What follows belongs to an exercise in optimizing a design on an open flow for small area, a short achievable clock period and few clock cycles; a production flow would make more cautious choices.
The RTL was checked by simulation tests, not by an equivalence proof against the original design.

Design pipelined, start of the top module:
module pipelined (
    input  logic        i_clk,
    input  logic        i_reset,
    input  logic [31:0] i_io_sw,
    output logic [8:0]  o_imem_addr,
    input  logic [31:0] i_imem_rdata,
    output logic [8:0]  o_dmem_addr,
    output logic [31:0] o_dmem_wdata,
    output logic [3:0]  o_dmem_wmask,
    output logic        o_dmem_we,
    input  logic [31:0] i_dmem_rdata,
    output logic [31:0] o_io_lcd,
    output logic [31:0] o_io_ledg,
    output logic [31:0] o_io_ledr,
    output logic [6:0]  o_io_hex0,
    output logic [6:0]  o_io_hex1,
    output logic [6:0]  o_io_hex2,
    output logic [6:0]  o_io_hex3,
    output logic [6:0]  o_io_hex4,
    output logic [6:0]  o_io_hex5,
    output logic [6:0]  o_io_hex6,
    output logic [6:0]  o_io_hex7,
    output logic [31:0] o_pc_debug,
    output logic        o_insn_vld
);
Size: about 340 I/O pins.
clock: 15.0 ns
lec_check: 0
cap_margin: 20
core_margin: 2
core_utilization: 45
slew_margin: 20
standard.sh (not shown) runs the stock make flow with config.mk's settings and CLKGATE_MAP_FILE= SYNTH_SCRIPT=/design/flow/synth_recipe.tcl, a recipe that flattens the netlist after the stock synthesis.
==> flow/flow/run.sh <==
#!/bin/bash
# The standard layout (the standard.sh, standard synthesis unchanged), with the
# timing repair steps asked to leave extra setup slack so that they work the
# critical paths down further than the 15 ns clock alone requires.
set -euo pipefail
MARGIN=$(cat flow/margin.txt)
bash standard.sh synth > synth.log 2>&1
bash standard.sh SETUP_SLACK_MARGIN=$MARGIN finish > layout.log 2>&1
==> flow/flow/margin.txt <==
10
The starting point finished with timing, DRC and antenna clean.
Testbench counts at the start, summed over its fixed seeds: cycles 83,240.
==> next run, changes <==
--- a/flow/design.v
+++ b/flow/design.v
@@ -22,13 +22,12 @@
     output logic [6:0]  o_io_hex7,
     output logic [31:0] o_pc_debug,
     output logic        o_insn_vld
 );
   logic [31:0] pc_f;
   logic        v_e;
-  logic        pt_e;       
   logic [31:0] ir_e, pc_e;
   logic        v_m;        
   logic        wr_m;       
   logic        ld_m;       
   logic        st_m;       
   logic        we_m;       
@@ -127,13 +126,13 @@
       3'b101:  br_t = ~lt;
       3'b110:  br_t = ltu;
       3'b111:  br_t = ~ltu;
       default: br_t = 1'b0;
     endcase
   end
-  wire redirect = go & ((d_jal & ~pt_e) | d_jalr | (d_br & br_t));
+  wire redirect = go & (d_jal | d_jalr | (d_br & br_t));
   wire [31:0] target = d_jalr ? {sum[31:1], 1'b0} : pc_tgt;
   logic [3:0]  mask_e;
   logic [31:0] sd_e;
   always_comb begin
     case (f3)
       3'b000:  begin mask_e = 4'b0001 << sum[1:0];            sd_e = {4{rb[7:0]}};  end
@@ -145,22 +144,16 @@
   wire [11:0] lo11 = {1'b0, a[10:0]} + {1'b0, b[10:0]};
   wire hi_zero = a[31:11] == 21'd0;
   wire hi_one  = a[31:11] == 21'd1;
   wire hi_ones = &a[31:11];
   wire ram_e = b[11] ? (lo11[11] ? hi_zero : hi_one) : (lo11[11] ? hi_ones : hi_zero);
   assign o_imem_addr = pc_f[10:2];
-  wire [31:0] ir_f  = i_imem_rdata;
-  wire f_jal  = ir_f[6:2] == 5'b11011;
-  wire fit_j  = (ir_f[20] == ir_f[31]) & (ir_f[19:12] == {8{ir_f[31]}});
-  wire [11:0] f_lo = {1'b0, pc_f[10:0]} + {1'b0, ir_f[30:21], 1'b0};
-  wire f_pt   = f_jal & fit_j & (f_lo[11] == ir_f[31]);
-  wire [31:0] f_tgt = {pc_f[31:11], f_lo[10:0]};
   always_ff @(posedge i_clk) begin
     if (!i_reset)      pc_f <= 32'd0;
     else if (redirect) pc_f <= target;
-    else if (!stall)   pc_f <= f_pt ? f_tgt : pc_f + 32'd4;
+    else if (!stall)   pc_f <= pc_f + 32'd4;
   end
   always_ff @(posedge i_clk) begin
     if (!i_reset)      v_e <= 1'b0;
     else if (redirect) v_e <= 1'b0;
     else if (!stall)   v_e <= 1'b1;
   end
@@ -188,13 +181,12 @@
     end
   end
   always_ff @(posedge i_clk) begin
     if (!stall) begin
       ir_e <= i_imem_rdata;
       pc_e <= pc_f;
-      pt_e <= f_pt;
     end
   end
   always_ff @(posedge i_clk) begin
     if (!i_reset) begin
       v_m  <= 1'b0;
       wr_m <= 1'b0;
Outcome: The new run finished with timing, DRC and antenna clean; final area fell by 2.0%; critical path depth fell by 2; clock-buffer cell count rose by 5; utilization fell by 0.98 points; global-route usage fell by 0.25 points; routed wire length fell by 0.52%; first-iteration DRC count fell by 2.4%; via count fell by 1.3%.
Testbench counts after the change, summed over its fixed seeds: cycles 84,444.

[what the ideal ports hide]
The results above use ideal ports. As a check the final layouts listed here were re-extracted and re-timed, cells and wires unchanged. Step 1, drivers: a clkbuf_16 drives i_clk and a buf_2 each remaining input, both assumed. Step 2, shift: input delay + t, output delay - t, t = (earliest + latest rising clock arrival at the registers) / 2. This alone moves slack from input paths to output paths. a / b / c = ideal / step 1 / step 2; a / b = the first two.
run	shift t [ns]	setup WS [ns]	worst slew at a driven data input, ns
the first run	0.893	9.595 / 9.595 / 8.962	0.11
the second run	0.926	9.659 / 9.659 / 9.049	0.20
After both steps every run listed still meets setup and hold. The setup slack of the first run, which loses most, moves by 0.000 ns with the drivers and by -0.633 ns with both steps.
